Context: an optimization exercise on an open-source flow, tuned for small area and a short achievable clock period. The choices shown serve that exercise and are no tape-out recipe.
Function was checked by simulation only, so behaviour that the tests miss may differ from the original.
Power is estimated from default activity; no workload was simulated.

Design final_top, start of the top module:
module final_top (clk,reset,data1,data2,data3,data4,data5,data6,data7,data8,data9,data10,data11,data12,data13,data14,data15,data16,wr1,wr2,wr3,wr4,wr5,wr6,wr7,wr8,wr9,wr10,wr11,wr12,wr13,wr14,wr15,wr16,datao1,datao2,datao3,datao4,datao5,datao6,datao7,datao8,datao9,datao10,datao11,datao12,datao13,datao14,datao15,datao16);
input clk, reset;
input [7:0] data1,data2,data3,data4,data5,data6,data7,data8,data9,data10,data11,data12,data13,data14,data15,data16;
input wr1,wr2,wr3,wr4,wr5,wr6,wr7,wr8,wr9,wr10,wr11,wr12,wr13,wr14,wr15,wr16;
output [7:0] datao1,datao2,datao3,datao4,datao5,datao6,datao7,datao8,datao9,datao10,datao11,datao12,datao13,datao14,datao15,datao16;
wire [127:0] din = {data16,data15,data14,data13,data12,data11,data10,data9,data8,data7,data6,data5,data4,data3,data2,data1};
wire [15:0] wrv = {wr16,wr15,wr14,wr13,wr12,wr11,wr10,wr9,wr8,wr7,wr6,wr5,wr4,wr3,wr2,wr1};
wire [127:0] dout;
assign datao1 = dout[7:0];
assign datao2 = dout[15:8];
assign datao3 = dout[23:16];
assign datao4 = dout[31:24];
assign datao5 = dout[39:32];
assign datao6 = dout[47:40];
assign datao7 = dout[55:48];
assign datao8 = dout[63:56];
assign datao9 = dout[71:64];
assign datao10 = dout[79:72];
assign datao11 = dout[87:80];
assign datao12 = dout[95:88];
assign datao13 = dout[103:96];
assign datao14 = dout[111:104];
assign datao15 = dout[119:112];
assign datao16 = dout[127:120];
reg [3:0] c;
always @(posedge clk or negedge reset)
  if (!reset) c <= 4'd0;
  else        c <= c + 4'd1;
wire [143:0] g;      
genvar j;
generate for (j = 0; j < 16; j = j + 1) begin : q
  reg  [7:0] e [0:6];
  reg  [2:0] n;
  reg        pop;
  wire [7:0] d  = din[8*j+7:8*j];
  wire       w  = wrv[j];
  wire [2:0] m  = n - {2'd0, pop};    
  wire [7:0] en [0:6];                
  genvar k;
  ...
Size: ~5700 cells after synthesis, roughly 1100 flip-flops, ~270 I/O pins, about 46000 sq um of cells after synthesis.
==> flow/config.mk <==
export PLATFORM = sky130hd
export DESIGN_NAME = final_top
export DESIGN_NICKNAME = final_top
export VERILOG_FILES = /design/flow/design.v
export SDC_FILE = /design/flow/constraint.sdc
export NUM_CORES = 4
export LEC_CHECK = 0
export ABC_AREA = 1
export CAP_MARGIN = 40
export CORE_MARGIN = 2
export CORE_UTILIZATION = 40
export SLEW_MARGIN = 30
export SYNTH_HIERARCHICAL = 1
==> flow/constraint.sdc <==
create_clock -name core_clock -period 11.0 [get_ports {clk}]
set_input_delay 2.2000 -clock core_clock [delete_from_list [all_inputs] [get_ports {clk}]]
set_output_delay 2.2000 -clock core_clock [all_outputs]
set_load 0.01 [all_outputs]
standard.sh (not shown) runs the stock make flow with config.mk's settings and CLKGATE_MAP_FILE= SYNTH_SCRIPT=/design/flow/synth_recipe.tcl, a recipe that flattens the netlist after the stock synthesis.
==> flow/flow/run.sh <==
#!/bin/bash
# Standard synthesis, then the standard layout steps with plain buffers on
# the ports and a larger setup repair margin, so that repair_timing works
# towards a shorter period than the clock's.
set -e
bash standard.sh synth > synth.log 2>&1
export SETUP_SLACK_MARGIN=${MARGIN:-7.5}
export BUFFER_PORTS_ARGS="-buffer_cell sky130_fd_sc_hd__buf_2"
bash standard.sh finish > layout.log 2>&1
The first run produced a clean layout.
Edit:
- CORE_UTILIZATION: 40 -> 60
- CTS_CLUSTER_DIAMETER: unset -> 80
- CTS_CLUSTER_SIZE: unset -> 24
Outcome: Clock-buffer cell count is lower by 95; wire length is lower by about 5%; power is lower by about 9%.
Edit:
- CORE_UTILIZATION: 60 -> 70
Result: The new run went through all stages and came out clean. Routed wire length goes down by 4.6%. Synthesized area is unchanged. Setup slack improves by 0.023 ns. First-iteration DRC count climbs by 23%. Via count rose by 1.3%. Global-route usage went up by 3.4 points.
Edit:
--- a/flow/flow/run.sh
+++ b/flow/flow/run.sh
@@ -5,5 +5,5 @@
 set -e
 bash standard.sh synth > synth.log 2>&1
-export SETUP_SLACK_MARGIN=${MARGIN:-7.5}
+export SETUP_SLACK_MARGIN=${MARGIN:-7.8}
 export BUFFER_PORTS_ARGS="-buffer_cell sky130_fd_sc_hd__buf_2"
 bash standard.sh finish > layout.log 2>&1
- CORE_UTILIZATION: 70 -> 60
=> Total power is higher by a few percent; count of clock-buffer cells in the layout is lower by 2; worst setup slack got worse by 0.013 ns; via count hardly moves.

* * *

Another version of the RTL of final_top (not shown whole).
Size in the first run: ~270 I/O pins.
Settings: LEC_CHECK=0, ABC_AREA=1, CAP_MARGIN=40, CORE_MARGIN=2, CORE_UTILIZATION=40, SLEW_MARGIN=30; clock period 11.0 ns.
==> flow/flow/run.sh <==
#!/bin/bash
# Standard synthesis, then the standard layout steps with a larger setup
# repair margin so that repair_timing works towards a shorter period.
set -e
cp standard.sh synth_recipe.tcl config.mk constraint.sdc flow/ 2>/dev/null || true
bash standard.sh synth > synth.log 2>&1
export SETUP_SLACK_MARGIN=${MARGIN:-7.5}
bash standard.sh finish > layout.log 2>&1
==> flow/flow/synth_recipe.tcl <==
proc synth {args} { yosys synth -nofsm -noshare {*}$args }
source $::env(SCRIPTS_DIR)/synth.tcl
# left out here: clear keep_hierarchy, flatten, clean up, hide names made inside functions, write 1_2_yosys.v
==> flow/flow/config.mk <==
export PLATFORM = sky130hd
export DESIGN_NAME = final_top
export DESIGN_NICKNAME = bench
export VERILOG_FILES = /design/flow/design.v
export SDC_FILE = /design/flow/constraint.sdc
export NUM_CORES = 4
export LEC_CHECK = 0
export ABC_AREA = 1
export CAP_MARGIN = 40
export CORE_MARGIN = 2
export CORE_UTILIZATION = 40
export SLEW_MARGIN = 30
==> flow/flow/constraint.sdc <==
create_clock -name core_clock -period 11.0 [get_ports {clk}]
set_input_delay 2.2000 -clock core_clock [delete_from_list [all_inputs] [get_ports {clk}]]
set_output_delay 2.2000 -clock core_clock [all_outputs]
set_load 0.01 [all_outputs]
==> flow/flow/standard.sh <==
#!/bin/bash
# The standard flow's own layout of this design, on the ORFS make targets given (by default finish). After
# finish it leaves the final layout's DEF at /design/flow/out/final.def.
set -euo pipefail
make -C /OpenROAD-flow-scripts/flow DESIGN_CONFIG=/design/flow/config.mk WORK_HOME=/design/flow/orfs CLKGATE_MAP_FILE= SYNTH_SCRIPT=/design/flow/synth_recipe.tcl ABC_AREA=1 CAP_MARGIN=40 CORE_MARGIN=2 CORE_UTILIZATION=40 SLEW_MARGIN=30 "${@:-finish}"
if [[ -f /design/flow/orfs/results/sky130hd/final_top/base/6_final.odb ]]; then
  : # left out here: write the final layout as DEF
fi
Edit:
removed: flow/flow/synth_recipe.tcl
removed: flow/flow/config.mk
removed: flow/flow/constraint.sdc
removed: flow/flow/standard.sh
After rerunning: Die area does not change; flip-flop and latch count is unchanged; core utilization stays the same; first-iteration DRC count stays the same; hold slack does not change; critical path depth does not change; cell area is unchanged; routed wire length does not change; synthesized area stays the same.

* * *

before:
final_top with an RTL version that a note above also has.
Size: about 1100 flip-flops, ~270 I/O pins.
==> flow/config.mk <==
export PLATFORM = sky130hd
export DESIGN_NAME = final_top
export DESIGN_NICKNAME = final_top
export VERILOG_FILES = /design/flow/design.v
export SDC_FILE = /design/flow/constraint.sdc
export NUM_CORES = 4
export LEC_CHECK = 0
export ABC_AREA = 1
export CAP_MARGIN = 40
export CORE_MARGIN = 2
export CORE_UTILIZATION = 60
export CTS_CLUSTER_DIAMETER = 80
export CTS_CLUSTER_SIZE = 24
export SLEW_MARGIN = 30
export SYNTH_HIERARCHICAL = 1
==> flow/constraint.sdc <==
create_clock -name core_clock -period 11.0 [get_ports {clk}]
set_input_delay 2.2000 -clock core_clock [delete_from_list [all_inputs] [get_ports {clk}]]
set_output_delay 2.2000 -clock core_clock [all_outputs]
set_load 0.01 [all_outputs]
==> flow/flow/run.sh <==
#!/bin/bash
# Standard synthesis, then the standard layout steps with plain buffers on
# the ports and a larger setup repair margin, so that repair_timing works
# towards a shorter period than the clock's. After global placement the
# flip-flops that drive output ports are moved next to their port buffers.
set -e
bash standard.sh synth > synth.log 2>&1
export SETUP_SLACK_MARGIN=${MARGIN:-7.8}
export BUFFER_PORTS_ARGS="-buffer_cell sky130_fd_sc_hd__buf_2"
RES=$PWD/orfs/results/$FLOW_PLATFORM/final_top/base
bash standard.sh $RES/3_3_place_gp.odb > place_gp.log 2>&1
ODB=$RES/3_3_place_gp.odb STEP=${STEP:-6000} openroad -no_init -exit flow/move_oregs.tcl > move_oregs.log 2>&1
touch $RES/3_3_place_gp.odb
bash standard.sh finish > layout.log 2>&1
==> flow/flow/move_oregs.tcl <==
# Move each flip-flop that drives an output port's buffer next to that
# buffer, so that the flip-flop's output wire is short. Detailed placement
# legalizes the moved cells afterwards.
read_db $::env(ODB)
set block [ord::get_db_block]
set moved 0
foreach bt [$block getBTerms] {
  if {[$bt getIoType] ne "OUTPUT"} { continue }
  set net [$bt getNet]
  if {$net eq "NULL"} { continue }
  set buf ""
  foreach it [$net getITerms] {
    if {[$it isOutputSignal]} { set buf [$it getInst] }
  }
  if {$buf eq ""} { continue }
  set ff ""
  foreach it [$buf getITerms] {
    if {[$it isInputSignal] && [$it getNet] ne "NULL"} {
      foreach it2 [[$it getNet] getITerms] {
        if {[$it2 isOutputSignal]} { set ff [$it2 getInst] }
      }
    }
  }
  if {$ff eq "" || ![string match "*df*" [[$ff getMaster] getName]]} { continue }
  lassign [$buf getLocation] bx by
  set bb [$bt getBBox]
  set px [$bb xMin]; set py [$bb yMin]
  # step a little from the buffer towards the core centre
  set die [$block getDieArea]
  set cx [expr {([$die xMin] + [$die xMax]) / 2}]
  set cy [expr {([$die yMin] + [$die yMax]) / 2}]
  set dx [expr {$cx - $bx}]; set dy [expr {$cy - $by}]
  set len [expr {sqrt($dx*$dx + $dy*$dy)}]
  if {$len > 0} {
    set nx [expr {int($bx + $dx / $len * $::env(STEP))}]
    set ny [expr {int($by + $dy / $len * $::env(STEP))}]
  } else { set nx $bx; set ny $by }
  $ff setLocation $nx $ny
  incr moved
}
puts "moved $moved flip-flops"
write_db $::env(ODB)
> inputs changed (before -> after)
- swapping 60 for 40 in CORE_UTILIZATION
==> flow/flow/run.sh <==
#!/bin/bash
# Standard synthesis, then the standard layout steps with plain buffers on
# the ports and a larger setup repair margin, so that repair_timing works
# towards a shorter period than the clock's.
set -e
bash standard.sh synth > synth.log 2>&1
export SETUP_SLACK_MARGIN=${MARGIN:-7.5}
export BUFFER_PORTS_ARGS="-buffer_cell sky130_fd_sc_hd__buf_2"
bash standard.sh finish > layout.log 2>&1
removed: flow/flow/move_oregs.tcl
Results
A capture point of the worst path of datao1[7] is what before shows, while datao4[6] belongs to after. Against before, after comes in 1898 lower on via count. Length of routed wiring on met1 was lower in the run labelled before. after ends up with lower global routing met1 resource utilization than before does. Cts-stage hold buffer count: before vs after identical. Going from before to after, die boundary height shows an increase of 22%, routed length on met2 shows a reduction of 2.4%.

* * *

## indigo
Starting RTL as in the previous note.
Design final_top, start of the top module:
module final_top (clk,reset,data1,data2,data3,data4,data5,data6,data7,data8,data9,data10,data11,data12,data13,data14,data15,data16,wr1,wr2,wr3,wr4,wr5,wr6,wr7,wr8,wr9,wr10,wr11,wr12,wr13,wr14,wr15,wr16,datao1,datao2,datao3,datao4,datao5,datao6,datao7,datao8,datao9,datao10,datao11,datao12,datao13,datao14,datao15,datao16);
export LEC_CHECK = 0
export ABC_AREA = 1
export CAP_MARGIN = 40
export CORE_MARGIN = 2
export CORE_UTILIZATION = 60
export CTS_CLUSTER_DIAMETER = 80
export CTS_CLUSTER_SIZE = 24
export SLEW_MARGIN = 30
export SYNTH_HIERARCHICAL = 1
create_clock -name core_clock -period 11.0 [get_ports {clk}]
==> flow/flow/run.sh <==
#!/bin/bash
# Standard synthesis, then the standard layout steps with plain buffers on
# the ports and a larger setup repair margin, so that repair_timing works
# towards a shorter period than the clock's.
set -e
bash standard.sh synth > synth.log 2>&1
export SETUP_SLACK_MARGIN=${MARGIN:-8.1}
export BUFFER_PORTS_ARGS="-buffer_cell sky130_fd_sc_hd__buf_2"
bash standard.sh finish > layout.log 2>&1
indigo: all stages complete, timing, DRC and antenna checks passed
Inputs modified between indigo and maple:
==> flow/flow/run.sh <==
#!/bin/bash
# Standard synthesis, then the standard layout steps with plain buffers on
# the ports and a larger setup repair margin, so that repair_timing works
# towards a shorter period than the clock's. After global placement the
# flip-flops that drive output ports are moved next to their port buffers.
set -e
bash standard.sh synth > synth.log 2>&1
export SETUP_SLACK_MARGIN=${MARGIN:-7.6}
export BUFFER_PORTS_ARGS="-buffer_cell sky130_fd_sc_hd__buf_2"
RES=$PWD/orfs/results/$FLOW_PLATFORM/final_top/base
bash standard.sh $RES/3_3_place_gp.odb > place_gp.log 2>&1
ODB=$RES/3_3_place_gp.odb STEP=${STEP:-6000} openroad -no_init -exit flow/move_oregs.tcl > move_oregs.log 2>&1
touch $RES/3_3_place_gp.odb
bash standard.sh finish > layout.log 2>&1
==> flow/flow/move_oregs.tcl (new file) <==
# Move each flip-flop that drives an output port's buffer next to that
# buffer, so that the flip-flop's output wire is short. Detailed placement
# legalizes the moved cells afterwards.
read_db $::env(ODB)
set block [ord::get_db_block]
set moved 0
foreach bt [$block getBTerms] {
  if {[$bt getIoType] ne "OUTPUT"} { continue }
  set net [$bt getNet]
  if {$net eq "NULL"} { continue }
  set buf ""
  foreach it [$net getITerms] {
    if {[$it isOutputSignal]} { set buf [$it getInst] }
  }
  if {$buf eq ""} { continue }
  set ff ""
  foreach it [$buf getITerms] {
    if {[$it isInputSignal] && [$it getNet] ne "NULL"} {
      foreach it2 [[$it getNet] getITerms] {
        if {[$it2 isOutputSignal]} { set ff [$it2 getInst] }
      }
    }
  }
  if {$ff eq "" || ![string match "*df*" [[$ff getMaster] getName]]} { continue }
  lassign [$buf getLocation] bx by
  set bb [$bt getBBox]
  set px [$bb xMin]; set py [$bb yMin]
  # step a little from the buffer towards the core centre
  set die [$block getDieArea]
  set cx [expr {([$die xMin] + [$die xMax]) / 2}]
  set cy [expr {([$die yMin] + [$die yMax]) / 2}]
  set dx [expr {$cx - $bx}]; set dy [expr {$cy - $by}]
  set len [expr {sqrt($dx*$dx + $dy*$dy)}]
  if {$len > 0} {
    set nx [expr {int($bx + $dx / $len * $::env(STEP))}]
    set ny [expr {int($by + $dy / $len * $::env(STEP))}]
  } else { set nx $bx; set ny $by }
  $ff setLocation $nx $ny
  incr moved
}
puts "moved $moved flip-flops"
write_db $::env(ODB)
--- outcome ---
maple: no failed stages, no open violations at the end
Run comparison: maple dominant kind of cell sequential cells; indigo dominant kind of cell multi-input combinational cells
Comparing indigo against maple, there is no change at all in post-synthesis cell area.
maple: post-route minimum period lower than indigo
Compared with indigo, maple shows power lower by 1.1 mW.
Sort indigo and maple by post-route worst hold slack, ascending, and maple comes first.
Number of vias after detailed routing delta for maple relative to indigo: 418 lower
maple vs. indigo: design area dropped 3500 um2; count of clock-buffer cells in the layout climbed 5; final standard cell count with taps included and fillers excluded dropped about 1.6%; largest fanout on the critical path climbed 5; multi-input gate share of the layout cell area dropped 1.2 points.

* * *

== v6 ==
final_top, a different RTL version from the one above (not shown whole).
Size: roughly 5,900 cells after synthesis, about 1,100 flip-flops, ~270 I/O pins, ~0.045 sq mm of cells after synthesis.
==> flow/design.v (excerpt) <==
module final_top (clk,reset,data1,data2,data3,data4,data5,data6,data7,data8,data9,data10,data11,data12,data13,data14,data15,data16,wr1,wr2,wr3,wr4,wr5,wr6,wr7,wr8,wr9,wr10,wr11,wr12,wr13,wr14,wr15,wr16,datao1,datao2,datao3,datao4,datao5,datao6,datao7,datao8,datao9,datao10,datao11,datao12,datao13,datao14,datao15,datao16);
input clk, reset;
input [7:0] data1,data2,data3,data4,data5,data6,data7,data8,data9,data10,data11,data12,data13,data14,data15,data16;
input wr1,wr2,wr3,wr4,wr5,wr6,wr7,wr8,wr9,wr10,wr11,wr12,wr13,wr14,wr15,wr16;
output [7:0] datao1,datao2,datao3,datao4,datao5,datao6,datao7,datao8,datao9,datao10,datao11,datao12,datao13,datao14,datao15,datao16;
wire [127:0] din = {data16,data15,data14,data13,data12,data11,data10,data9,data8,data7,data6,data5,data4,data3,data2,data1};
wire [15:0] wrv = {wr16,wr15,wr14,wr13,wr12,wr11,wr10,wr9,wr8,wr7,wr6,wr5,wr4,wr3,wr2,wr1};
wire [127:0] dout;
assign datao1 = dout[7:0];
assign datao2 = dout[15:8];
assign datao3 = dout[23:16];
assign datao4 = dout[31:24];
assign datao5 = dout[39:32];
  ...
Settings: LEC_CHECK=0, ABC_AREA=1, CAP_MARGIN=40, CORE_MARGIN=2, CORE_UTILIZATION=60, CTS_CLUSTER_DIAMETER=80, CTS_CLUSTER_SIZE=24, SLEW_MARGIN=30, SYNTH_HIERARCHICAL=1; clock period 11.0 ns.
==> flow/flow/run.sh <==
#!/bin/bash
# Standard synthesis, then the standard layout steps with plain buffers on
# the ports and a larger setup repair margin, so that repair_timing works
# towards a shorter period than the clock's.
set -e
bash standard.sh synth > synth.log 2>&1
export SETUP_SLACK_MARGIN=${MARGIN:-7.3}
export BUFFER_PORTS_ARGS="-buffer_cell sky130_fd_sc_hd__buf_2"
bash standard.sh finish > layout.log 2>&1
v6 went all the way through synthesis, placement and routing and the layout is clean on timing, DRC and antenna.
Input changes introduced in v48 (baseline for comparison: v6):
--- a/flow/flow/run.sh
+++ b/flow/flow/run.sh
@@ -5,5 +5,5 @@
 set -e
 bash standard.sh synth > synth.log 2>&1
-export SETUP_SLACK_MARGIN=${MARGIN:-7.3}
+export SETUP_SLACK_MARGIN=${MARGIN:-7.5}
 export BUFFER_PORTS_ARGS="-buffer_cell sky130_fd_sc_hd__buf_2"
 bash standard.sh finish > layout.log 2>&1
--- a/flow/config.mk
+++ b/flow/config.mk
@@ -12,4 +12,5 @@
 export CTS_CLUSTER_DIAMETER = 80
 export CTS_CLUSTER_SIZE = 24
+export GPL_TIMING_DRIVEN = 0
 export SLEW_MARGIN = 30
 export SYNTH_HIERARCHICAL = 1
Notes after the runs:
- Higher sequential power share among v48 and v6: v6
- Re minimum setup slack after placement: v48 is 190 ps down on v6.
- v48 vs v6: power in combinational cells up
- v48 vs. v6: clock-buffer cell count increased by 10% relative to the old numbers; die width essentially unchanged.
- Comparing v48 and v6, layout buffer count excluding clock buffers is lower on v6.
- Compared with v6, v48 shows highest achievable clock rate higher by about 2.6%.
- Comparing v48 against v6, there is no change at all in number of port buffers.
- Register fraction of the total cell area down 1.0 points in v48 wrt v6
- v48 has relative area of non-clock buffer cells in the final design above what v6 had.
- Final core area utilization sits higher in v48 than in v6.
Modified inputs, v13 compared to v48
==> flow/flow/run.sh <==
#!/bin/bash
# Standard synthesis, then the standard layout steps with plain buffers on
# the ports and a larger setup repair margin, so that repair_timing works
# towards a shorter period than the clock's. After global placement the
# flip-flops that drive output ports are moved half way towards their port buffers.
set -e
bash standard.sh synth > synth.log 2>&1
export SETUP_SLACK_MARGIN=${MARGIN:-7.5}
export BUFFER_PORTS_ARGS="-buffer_cell sky130_fd_sc_hd__buf_2"
RES=$PWD/orfs/results/$FLOW_PLATFORM/final_top/base
bash standard.sh $RES/3_3_place_gp.odb > place_gp.log 2>&1
ODB=$RES/3_3_place_gp.odb FRAC=${FRAC:-0.5} openroad -no_init -exit flow/move_oregs.tcl > move_oregs.log 2>&1
touch $RES/3_3_place_gp.odb
bash standard.sh finish > layout.log 2>&1
==> flow/flow/move_oregs.tcl (new file) <==
# Move each flip-flop that drives an output port's buffer part of the way
# towards that buffer, so that the flip-flop's output wire is shorter. Detailed placement
# legalizes the moved cells afterwards.
read_db $::env(ODB)
set block [ord::get_db_block]
set moved 0
foreach bt [$block getBTerms] {
  if {[$bt getIoType] ne "OUTPUT"} { continue }
  set net [$bt getNet]
  if {$net eq "NULL"} { continue }
  set buf ""
  foreach it [$net getITerms] {
    if {[$it isOutputSignal]} { set buf [$it getInst] }
  }
  if {$buf eq ""} { continue }
  set ff ""
  foreach it [$buf getITerms] {
    if {[$it isInputSignal] && [$it getNet] ne "NULL"} {
      foreach it2 [[$it getNet] getITerms] {
        if {[$it2 isOutputSignal]} { set ff [$it2 getInst] }
      }
    }
  }
  if {$ff eq "" || ![string match "*df*" [[$ff getMaster] getName]]} { continue }
  lassign [$buf getLocation] bx by
  lassign [$ff getLocation] fx fy
  # move the flip-flop part of the way towards its port buffer
  set nx [expr {int($bx + ($fx - $bx) * $::env(FRAC))}]
  set ny [expr {int($by + ($fy - $by) * $::env(FRAC))}]
  $ff setLocation $nx $ny
  incr moved
}
puts "moved $moved flip-flops"
write_db $::env(ODB)
--- a/flow/config.mk
+++ b/flow/config.mk
@@ -12,5 +12,4 @@
 export CTS_CLUSTER_DIAMETER = 80
 export CTS_CLUSTER_SIZE = 24
-export GPL_TIMING_DRIVEN = 0
 export SLEW_MARGIN = 30
 export SYNTH_HIERARCHICAL = 1
Notes after the runs:
- v13 finished end to end and its layout was clean on timing, DRC and antenna.
- Die outline area came out exactly the same in v48 and v13.
- On total detailed-routing wirelength, v48 loses to v13.
- Going from v48 to v13, via count of the first global-routing pass shrank slightly.
- The clock-cell share of area was comparable across v48 and v13.
- When v13 is measured against v48, its total routing resource utilization after global routing turns out 1.9 points lower.
- v48 -> v13: final-stage net count decreased by a few percent
- Compared with v48, v13 is more frugal on power.
- Leakage dissipation (v13 over v48): decrease, 1.8%
Setup changes, v13 to v5
==> flow/flow/run.sh <==
#!/bin/bash
# Standard synthesis, then the standard layout steps with plain buffers on
# the ports and a larger setup repair margin, so that repair_timing works
# towards a shorter period than the clock's.
set -e
bash standard.sh synth > synth.log 2>&1
export SETUP_SLACK_MARGIN=${MARGIN:-7.5}
export BUFFER_PORTS_ARGS="-buffer_cell sky130_fd_sc_hd__buf_2"
bash standard.sh finish > layout.log 2>&1
removed: flow/flow/move_oregs.tcl
The final reports for v5 and v13 show antenna diode instance count lower in the former.
In the reports for v5 and v13, the larger via count of the first global-routing pass belongs to v13.
Fraction of the cycle the final worst path needs sits higher in v5 than in v13.

what the ideal ports hide:
The flow's constraints put no driver on any port. The routed layouts listed below were extracted and timed again, unchanged, in two steps.
Step 1 assumes that a clkbuf_16 drives the clock port and a buf_2 every other input.
Step 2 adds t to the input delays and takes it off the output delays; t is the mean of the earliest and latest rising clock arrival at the registers after step 1. Input paths then give back, and output paths get back, about the clock's delay inside the block.
a / b / c = ideal ports / drivers / drivers and shift; a / b = the first two.
| run | t, ns | setup slack, ns | hold WS [ns] | worst setup path at the end |
|---|---|---|---|---|
| the first run of note 1 | 0.770 | 7.456 / 7.381 / 6.791 | 0.454 / 0.454 / 0.454 | input to register |
| the second run of note 1 | 0.714 | 7.484 / 7.414 / 6.874 | 0.467 / 0.467 / 0.467 | input to register |
| the third run of note 1 | 0.719 | 7.507 / 7.457 / 6.834 | 0.468 / 0.468 / 0.468 | input to register |
| the fourth run of note 1 | 0.720 | 7.494 / 7.422 / 7.099 | 0.464 / 0.464 / 0.464 | input to register |
| the first run of note 2 | 0.759 | 7.407 / 7.334 / 6.795 | 0.456 / 0.456 / 0.456 | input to register |
| the second run of note 2 | 0.759 | 7.407 / 7.334 / 6.795 | 0.456 / 0.456 / 0.456 | input to register |
| before | 0.715 | 7.600 / 7.529 / 7.068 | 0.467 / 0.467 / 0.467 | input to register |
| after | 0.754 | 7.464 / 7.389 / 6.865 | 0.451 / 0.451 / 0.451 | input to register |
| indigo | 0.708 | 7.503 / 7.432 / 7.095 | 0.466 / 0.466 / 0.466 | input to register |
| maple | 0.724 | 7.532 / 7.522 / 6.857 | 0.455 / 0.455 / 0.455 | input to register |
| v6 | 0.699 | 7.415 / 7.405 / 6.771 | 0.461 / 0.461 / 0.461 | input to register |
| v48 | 0.714 | 7.507 / 7.459 / 6.845 | 0.455 / 0.455 / 0.455 | input to register |
| v13 | 0.702 | 7.531 / 7.497 / 6.882 | 0.459 / 0.459 / 0.459 | input to register |
| v5 | 0.700 | 7.490 / 7.419 / 6.921 | 0.461 / 0.461 / 0.461 | input to register |
After both steps every run listed still meets setup and hold. The setup slack of maple, which loses most, moves by -0.010 ns with the drivers and by -0.675 ns with both steps.
